From an optimization exercise on the open Yosys and OpenROAD flow, aimed at small area; shortcuts taken in it are not production practice.
Function was checked by simulation only, so behaviour that the tests miss may differ from the original.
The clock port is modelled as an ideal driver, which makes a skipped or thinned clock tree look cheaper than it is; a real chip needs a root buffer or a tree.
No activity file was given, so power comes from the tool's default toggle rates.

==> willow <==
==> flow/design.v (excerpt) <==
module stopwatch(
	input clk,
	input rst,
	input pause,
	input sel,
	input adj,
	output [6:0] seg,
	output [3:0] an
);
wire rst_out;
wire pause_out;
wire pause_rise;
debouncer rst_btn(
	.clk(clk),
	.btn(rst),
	.btn_out(rst_out),
	.btn_rise()
);
debouncer pause_btn(
	.clk(clk),
	.btn(pause),
	.btn_out(pause_out),
	.btn_rise(pause_rise)
);
reg is_paused;
always @(posedge clk) begin
	if (rst_out)
		is_paused <= 1'b0;
	else if (pause_rise)
		is_paused <= ~is_paused;
end
wire clk_1hz, clk_2hz, clk_blink, scan_tick;
wire [1:0] scan_idx;
clock_dividers divs(
	.clk_in(clk),
	.rst(rst_out),
	.clk_1hz(clk_1hz),
	.clk_2hz(clk_2hz),
	.clk_blink(clk_blink),
	.scan_tick(scan_tick),
	.scan_idx(scan_idx)
);
wire [3:0] sec_1s, min_1s;
wire [2:0] sec_10s, min_10s;
counter count(
	.rst(rst_out),
	.pause(is_paused),
	.adj(adj),
	.sel(sel),
	.clk_sys(clk),
	.clk(clk_1hz),
	.clk_adj(clk_2hz),
	.sec_1s(sec_1s),
	.sec_10s(sec_10s),
	.min_1s(min_1s),
	.min_10s(min_10s)
);
reg [3:0] shown;
reg [3:0] digit;
always @* begin
	case (scan_idx)
		2'd0: digit = {1'b0, min_10s};
		2'd1: digit = min_1s;
		2'd2: digit = {1'b0, sec_10s};
		default: digit = sec_1s;
	endcase
end
wire blank = adj & ~clk_blink & (sel == scan_idx[1]);
always @(posedge clk) begin
	if (rst_out)
		shown <= 4'd15;
	else if (scan_tick)
		shown <= blank ? 4'd11 : digit;
end
display dec(
	.number(shown),
	.seg(seg)
);
wire on = ~(shown[3] & shown[2]);
assign an[3] = ~(on & (scan_idx == 2'd1));
assign an[2] = ~(on & (scan_idx == 2'd2));
assign an[1] = ~(on & (scan_idx == 2'd3));
assign an[0] = ~(on & (scan_idx == 2'd0));
endmodule
==> module clock_dividers, before the edit <==
module clock_dividers(
	input clk_in,
	input rst,
	output clk_1hz,
	output clk_2hz,
	output clk_blink,
	output scan_tick,    
	output [1:0] scan_idx  
);
reg [7:0] c0;
reg scan;
reg [2:0] jh;
reg [1:0] r;
reg [2:0] wave;
wire c0_low = ~(c0[6] | c0[4] | c0[3] | c0[1] | c0[0]);
wire w0 = c0_low & c0[5] & ~c0[7];
wire c0_zero = c0_low & ~c0[5] & ~c0[2];
wire e1 = w0 & scan;
wire jw = jh[2] & jh[1];
wire j_low3 = (r[0] ^ wave[0]) & ~(r[1] ^ r[0] ^ wave[1]);
wire e2 = e1 & jw;
wire ejh = e1 & j_low3;
always @(posedge clk_in) begin
	if (rst | w0)
		c0 <= 8'd0;
	else
		c0 <= {c0[6:0], ~(c0[7] ^ c0[6] ^ c0[5] ^ c0[0])};
end
always @(posedge clk_in) begin
	if (rst) begin
		scan <= 1'b0;
		jh <= 3'd0;
		r <= 2'd0;
		wave <= 3'd0;
	end
	else begin
		scan <= scan ^ w0;
		r[0] <= r[0] ^ e1;
		r[1] <= r[1] ^ (e1 & r[0]);
		if (e2)
			jh <= 3'd0;
		else begin
			jh[0] <= jh[0] ^ ejh;
			jh[1] <= jh[1] ^ (ejh & jh[0]);
			jh[2] <= jh[2] ^ (ejh & jh[1] & jh[0]);
		end
		wave[0] <= wave[0] ^ e2;
		wave[1] <= wave[1] ^ (e2 & wave[0]);
		wave[2] <= wave[2] ^ (e2 & wave[1] & wave[0]);
	end
end
assign clk_blink = wave[0];
assign clk_2hz = wave[1];
assign clk_1hz = wave[2];
assign scan_tick = scan & c0_zero;
assign scan_idx = r + {1'b0, scan & ~c0_zero};
endmodule
==> module stopwatch, before the edit <==
module stopwatch(
	input clk,
	input rst,
	input pause,
	input sel,
	input adj,
	output [6:0] seg,
	output [3:0] an
);
wire rst_out;
wire pause_out;
wire pause_rise;
debouncer rst_btn(
	.clk(clk),
	.btn(rst),
	.btn_out(rst_out),
	.btn_rise()
);
debouncer pause_btn(
	.clk(clk),
	.btn(pause),
	.btn_out(pause_out),
	.btn_rise(pause_rise)
);
reg is_paused;
always @(posedge clk) begin
	if (rst_out)
		is_paused <= 1'b0;
	else if (pause_rise)
		is_paused <= ~is_paused;
end
wire clk_1hz, clk_2hz, clk_blink, scan_tick;
wire [1:0] scan_idx;
clock_dividers divs(
	.clk_in(clk),
	.rst(rst_out),
	.clk_1hz(clk_1hz),
	.clk_2hz(clk_2hz),
	.clk_blink(clk_blink),
	.scan_tick(scan_tick),
	.scan_idx(scan_idx)
);
wire [3:0] sec_1s, min_1s;
wire [2:0] sec_10s, min_10s;
counter count(
	.rst(rst_out),
	.pause(is_paused),
	.adj(adj),
	.sel(sel),
	.clk_sys(clk),
	.clk(clk_1hz),
	.clk_adj(clk_2hz),
	.sec_1s(sec_1s),
	.sec_10s(sec_10s),
	.min_1s(min_1s),
	.min_10s(min_10s)
);
reg [3:0] shown;
reg [3:0] digit;
always @* begin
	case (scan_idx)
		2'd0: digit = {1'b0, min_10s};
		2'd1: digit = min_1s;
		2'd2: digit = {1'b0, sec_10s};
		default: digit = sec_1s;
	endcase
end
wire blank = adj & ~clk_blink & (sel == scan_idx[1]);
always @(posedge clk) begin
	if (rst_out)
		shown <= 4'd15;
	else if (scan_tick)
		shown <= blank ? 4'd11 : digit;
end
display dec(
	.number(shown),
	.seg(seg)
);
wire on = ~(shown[3] & shown[2]);
assign an[3] = ~(on & (scan_idx == 2'd1));
assign an[2] = ~(on & (scan_idx == 2'd2));
assign an[1] = ~(on & (scan_idx == 2'd3));
assign an[0] = ~(on & (scan_idx == 2'd0));
endmodule
Settings: LEC_CHECK=0, CAP_MARGIN=20, CORE_MARGIN=2, CORE_UTILIZATION=40, SLEW_MARGIN=20; clock period 10.0 ns.
standard.sh (not shown) runs the stock make flow with config.mk's settings and CLKGATE_MAP_FILE= SYNTH_SCRIPT=/design/flow/synth_recipe.tcl, a recipe that flattens the netlist after the stock synthesis.
==> flow/flow/run.sh <==
#!/bin/bash
# Own layout flow: the standard synthesis, then the combinational logic
# re-mapped for area with area-oriented ABC scripts (every register instance
# of the standard synthesis is kept as it is; the smallest of the mappings is
# used), then the standard layout steps with a manual clock tree (see
# pre_cts.tcl) and buf_1 port buffers.
# Each tool's output goes to a log file of its own in the work folder.
set -euo pipefail
WORK=$(pwd)
FLOWDIR=$WORK/flow
RES=$WORK/orfs/results/${FLOW_PLATFORM:-sky130hd}/stopwatch/base
YOSYS=${FLOW_HOME:-/OpenROAD-flow-scripts/flow}/../tools/install/yosys/bin/yosys
[ -x "$YOSYS" ] || YOSYS=yosys

bash standard.sh synth > "$WORK/run_synth.log" 2>&1
cp "$RES/1_2_yosys.v" "$WORK/standard_synth.v"

best=""
best_area=""
for script in "$FLOWDIR"/abc*.script; do
	n=$(basename "$script" .script)
	REMAP_SCRIPT=$script REMAP_OUT=remap_$n "$YOSYS" -c "$FLOWDIR/remap.tcl" > "$WORK/run_remap_$n.log" 2>&1 &
done
wait
for script in "$FLOWDIR"/abc*.script; do
	n=$(basename "$script" .script)
	[ -f "$WORK/remap_$n.stat" ] && [ -f "$WORK/remap_$n.v" ] || continue
	a=$(awk '/Chip area/ {print $NF}' "$WORK/remap_$n.stat")
	echo "$n $a" >> "$WORK/remap_areas.txt"
	if [ -z "$best" ] || awk -v a="$a" -v b="$best_area" 'BEGIN {exit !(a < b)}'; then
		best=$n
		best_area=$a
	fi
done
echo "using $best $best_area" >> "$WORK/remap_areas.txt"
cp "$WORK/remap_$best.v" "$RES/1_2_yosys.v"
rm -f "$RES/1_synth.odb" "$RES/1_synth.sdc"
bash standard.sh \
	"PRE_CTS_TCL=$FLOWDIR/pre_cts.tcl" \
	"BUFFER_PORTS_ARGS=-buffer_cell sky130_fd_sc_hd__buf_1" \
	finish > "$WORK/run_layout.log" 2>&1
==> flow/flow/abc_ds1.script <==
strash
&get -n
&st
&deepsyn -S 1 -T 90
&dch -f
&nf -R 1000
&put
==> flow/flow/abc_ds2.script <==
strash
&get -n
&st
&deepsyn -S 2 -T 90
&dch -f
&nf -R 1000
&put
==> flow/flow/abc_ds3.script <==
strash
&get -n
&st
&deepsyn -S 3 -T 90
&dch -f
&nf -R 1000
&put
==> flow/flow/manual_cts.tcl <==
# Manual clock tree, used in place of TritonCTS: the clock port drives nbuf
# clock buffers of cell bufname, each placed at the centre of a cluster of the
# flip-flops (balanced k-means on their placed positions) and driving it.
proc manual_clock_tree { nbuf bufname } {
  set block [ord::get_db_block]
  set db [ord::get_db]
  set clknet [$block findNet clk]
  set sinks {}
  foreach it [$clknet getITerms] {
    set inst [$it getInst]
    set bb [$inst getBBox]
    lappend sinks [list $it [expr {([$bb xMin] + [$bb xMax]) / 2.0}] [expr {([$bb yMin] + [$bb yMax]) / 2.0}]]
  }
  set n [llength $sinks]
  # initial centres: sinks sorted by x, picked evenly
  set sorted [lsort -real -index 1 $sinks]
  set cx {}; set cy {}
  for {set k 0} {$k < $nbuf} {incr k} {
    set s [lindex $sorted [expr {int(($k + 0.5) * $n / $nbuf)}]]
    lappend cx [lindex $s 1]; lappend cy [lindex $s 2]
  }
  set cap [expr {int(ceil(double($n) / $nbuf))}]
  for {set iter 0} {$iter < 30} {incr iter} {
    # balanced assignment: nearest centre with room, sinks taken by increasing distance
    set pairs {}
    set i 0
    foreach s $sinks {
      for {set k 0} {$k < $nbuf} {incr k} {
        set d [expr {abs([lindex $s 1] - [lindex $cx $k]) + abs([lindex $s 2] - [lindex $cy $k])}]
        lappend pairs [list $d $i $k]
      }
      incr i
    }
    set pairs [lsort -real -index 0 $pairs]
    array unset asg; array unset cnt
    for {set k 0} {$k < $nbuf} {incr k} { set cnt($k) 0 }
    foreach p $pairs {
      lassign $p d i k
      if {[info exists asg($i)] || $cnt($k) >= $cap} continue
      set asg($i) $k; incr cnt($k)
    }
    set ncx {}; set ncy {}
    for {set k 0} {$k < $nbuf} {incr k} {
      set sx 0.0; set sy 0.0; set m 0
      for {set i 0} {$i < $n} {incr i} {
        if {$asg($i) == $k} { set s [lindex $sinks $i]; set sx [expr {$sx + [lindex $s 1]}]; set sy [expr {$sy + [lindex $s 2]}]; incr m }
      }
      if {$m > 0} { lappend ncx [expr {$sx / $m}]; lappend ncy [expr {$sy / $m}] } else { lappend ncx [lindex $cx $k]; lappend ncy [lindex $cy $k] }
    }
    set cx $ncx; set cy $ncy
  }
  set master [$db findMaster $bufname]
  for {set k 0} {$k < $nbuf} {incr k} {
    set inst [odb::dbInst_create $block $master "clkbuf_m_$k"]
    set net [odb::dbNet_create $block "clknet_m_$k"]
    $net setSigType CLOCK
    [$inst findITerm A] connect $clknet
    [$inst findITerm X] connect $net
    $inst setLocation [expr {int([lindex $cx $k] - [$master getWidth] / 2)}] [expr {int([lindex $cy $k])}]
    $inst setPlacementStatus PLACED
    for {set i 0} {$i < $n} {incr i} {
      if {$asg($i) == $k} {
        set it [lindex [lindex $sinks $i] 0]
        $it disconnect
        $it connect $net
      }
    }
    puts "manual clock tree: $bufname clkbuf_m_$k drives $cnt($k) flip-flops"
  }
  global_connect
  set_propagated_clock [all_clocks]
}
==> flow/flow/pre_cts.tcl <==
# Sourced by ORFS's cts.tcl before it runs clock_tree_synthesis: replaces
# TritonCTS with the manual clock tree of manual_cts.tcl (the clock port
# drives four clkbuf_8, each placed at the centre of a cluster of about 18
# flip-flops and driving it). The rest of the CTS step (legalisation, timing
# repair) runs as usual.
source [file join [file dirname [info script]] manual_cts.tcl]
rename clock_tree_synthesis triton_clock_tree_synthesis
proc clock_tree_synthesis { args } {
  manual_clock_tree 4 sky130_fd_sc_hd__clkbuf_8
}
Other scripts of this flow, unchanged in this note and not shown: flow/flow/abc1.script, flow/flow/abc2.script, flow/flow/abc3.script, flow/flow/abc4.script, flow/flow/remap.tcl
==> quartz (differences from willow) <==
--- a/flow/design.v
+++ b/flow/design.v
@@ -9,41 +9,33 @@
 );
 reg [7:0] c0;
 reg scan;
-reg [2:0] jh;
-reg [1:0] r;
+reg [4:0] j;
 reg [2:0] wave;
-wire c0_low = ~(c0[6] | c0[4] | c0[3] | c0[1] | c0[0]);
-wire w0 = c0_low & c0[5] & ~c0[7];
-wire c0_zero = c0_low & ~c0[5] & ~c0[2];
+wire w0 = (c0 == 8'h24);
+wire c0_zero = (c0 == 8'h00);
 wire e1 = w0 & scan;
-wire jw = jh[2] & jh[1];
-wire j_low3 = (r[0] ^ wave[0]) & ~(r[1] ^ r[0] ^ wave[1]);
-wire e2 = e1 & jw;
-wire ejh = e1 & j_low3;
+wire jw = j[4] & j[3];
 always @(posedge clk_in) begin
 	if (rst | w0)
 		c0 <= 8'd0;
 	else
 		c0 <= {c0[6:0], ~(c0[7] ^ c0[6] ^ c0[5] ^ c0[0])};
 end
+wire e2 = e1 & jw;
+wire j3c = e1 & j[2] & j[1] & j[0];
 always @(posedge clk_in) begin
 	if (rst) begin
 		scan <= 1'b0;
-		jh <= 3'd0;
-		r <= 2'd0;
+		j <= 5'd0;
 		wave <= 3'd0;
 	end
 	else begin
 		scan <= scan ^ w0;
-		r[0] <= r[0] ^ e1;
-		r[1] <= r[1] ^ (e1 & r[0]);
-		if (e2)
-			jh <= 3'd0;
-		else begin
-			jh[0] <= jh[0] ^ ejh;
-			jh[1] <= jh[1] ^ (ejh & jh[0]);
-			jh[2] <= jh[2] ^ (ejh & jh[1] & jh[0]);
-		end
+		j[0] <= j[0] ^ (e1 & ~jw);
+		j[1] <= j[1] ^ (e1 & j[0]);
+		j[2] <= j[2] ^ (e1 & j[1] & j[0]);
+		j[3] <= j[3] ^ (e2 | j3c);
+		j[4] <= j[4] ^ (e2 | (j3c & j[3]));
 		wave[0] <= wave[0] ^ e2;
 		wave[1] <= wave[1] ^ (e2 & wave[0]);
 		wave[2] <= wave[2] ^ (e2 & wave[1] & wave[0]);
@@ -53,7 +45,7 @@
 assign clk_2hz = wave[1];
 assign clk_1hz = wave[2];
 assign scan_tick = scan & c0_zero;
-assign scan_idx = r + {1'b0, scan & ~c0_zero};
+assign scan_idx = j[1:0] + wave[1:0] + {1'b0, scan & ~c0_zero};
 endmodule
 module debouncer(
 	input clk,
@@ -220,7 +212,7 @@
 	.number(shown),
 	.seg(seg)
 );
-wire on = ~(shown[3] & shown[2]);
+wire on = ~&shown;
 assign an[3] = ~(on & (scan_idx == 2'd1));
 assign an[2] = ~(on & (scan_idx == 2'd2));
 assign an[1] = ~(on & (scan_idx == 2'd3));
==> flow/flow/run.sh (replaced) <==
#!/bin/bash
# Own layout flow: the standard synthesis, then the combinational logic
# re-mapped for area with area-oriented ABC scripts (every register instance
# of the standard synthesis is kept as it is; the smallest of the mappings is
# used), then the standard layout steps with a leaner clock tree (no dummy
# loads, clkbuf_4 leaves in small clusters) and buf_1 port buffers.
# Each tool's output goes to a log file of its own in the work folder.
set -euo pipefail
WORK=$(pwd)
FLOWDIR=$WORK/flow
RES=$WORK/orfs/results/${FLOW_PLATFORM:-sky130hd}/stopwatch/base
YOSYS=${FLOW_HOME:-/OpenROAD-flow-scripts/flow}/../tools/install/yosys/bin/yosys
[ -x "$YOSYS" ] || YOSYS=yosys

bash standard.sh synth > "$WORK/run_synth.log" 2>&1
cp "$RES/1_2_yosys.v" "$WORK/standard_synth.v"

best=""
best_area=""
for script in "$FLOWDIR"/abc*.script; do
	n=$(basename "$script" .script)
	REMAP_SCRIPT=$script REMAP_OUT=remap_$n "$YOSYS" -c "$FLOWDIR/remap.tcl" > "$WORK/run_remap_$n.log" 2>&1 || continue
	a=$(awk '/Chip area/ {print $NF}' "$WORK/remap_$n.stat")
	echo "$n $a" >> "$WORK/remap_areas.txt"
	if [ -z "$best" ] || awk -v a="$a" -v b="$best_area" 'BEGIN {exit !(a < b)}'; then
		best=$n
		best_area=$a
	fi
done
echo "using $best $best_area" >> "$WORK/remap_areas.txt"
cp "$WORK/remap_$best.v" "$RES/1_2_yosys.v"
rm -f "$RES/1_synth.odb" "$RES/1_synth.sdc"
bash standard.sh \
	"CTS_ARGS=$(cat "$FLOWDIR/cts_args.txt")" \
	"BUFFER_PORTS_ARGS=-buffer_cell sky130_fd_sc_hd__buf_1" \
	finish > "$WORK/run_layout.log" 2>&1
==> flow/flow/cts_args.txt (new file) <==
-sink_clustering_enable -sink_clustering_size 20 -sink_clustering_max_diameter 60 -repair_clock_nets -dont_use_dummy_load -buf_list sky130_fd_sc_hd__clkbuf_8
removed: flow/flow/abc_ds1.script
removed: flow/flow/abc_ds2.script
removed: flow/flow/abc_ds3.script
removed: flow/flow/manual_cts.tcl
removed: flow/flow/pre_cts.tcl
==> qor summary <==
metric                                                                               willow                   quartz
Cell internal power dissipation                                                    0.446 mW                 0.513 mW
Routed vias                                                                            1846                     2119
Overall power consumption                                                          0.635 mW                 0.789 mW
Top achievable clock speed                                                          272 MHz                  208 MHz
Average cell area after synthesis                                                9.44 sq um               8.15 sq um
Met2 demand-to-capacity share in global routing                                       20.0%                    23.0%
Final worst path period share                                                         36.8%                    48.0%
Core box area                                                                    6280 sq um               6310 sq um
Data arrival time of the critical path                                              1.68 ns                  2.80 ns
Number of nets in the final layout                                                      298                      352
Worst Reg-to-Reg Cells                                                                    7                       14
GR met3 Demand/Resource                                                              0.787%                    4.72%
Status                                                              complete, no violations  complete, no violations
Worst-case vdd ir drop                                                             0.122 mV                 0.163 mV
Critical path capture point                                                           an[1]                    an[3]
Placed Instances                                                                        364                      413
Number of buffer and inverter instances along the worst setup path                        1                        3
Chip Height                                                                         84.1 um                  84.6 um
Routed length on met3                                                                143 um                   172 um
Destination of the worst register-to-register timing path                      divs.wave[2]                 shown[2]
Power density relative to cell area                                             229 nW/um^2              273 nW/um^2
Hold_sp                                                                     pause_btn.sr[4]          pause_btn.sr[6]
Final WL                                                                            4330 um                  4780 um
In willow the design's own scripts or RTL, not TritonCTS, make the clock network.

==> static timing again, ports no longer ideal <==
In the flow no input, the clock included, has a driving cell. The finished layouts below were timed again as built, in two steps.
Step 1 (the two cells are an assumption about what drives the block):
set clk [get_ports {clk}]
set_driving_cell -lib_cell sky130_fd_sc_hd__clkbuf_16 $clk
set_driving_cell -lib_cell sky130_fd_sc_hd__buf_2 [delete_from_list [all_inputs] $clk]
Step 2 also shifts input and output timing later by t, the mid clock arrival at the registers, as if the neighbouring blocks saw the same clock.
Slacks: ideal ports / drivers / drivers and shift; pairs: ideal ports / drivers.
run	t (ns)	setup WS [ns]	worst data-port slew with drivers (ns)	cell pins on the clock port's net
willow	0.215	6.323 / 6.265 / 6.480	0.04	4
quartz	0.354	5.202 / 5.172 / 5.526	0.03	1
After both steps setup and hold are still met in every run listed.
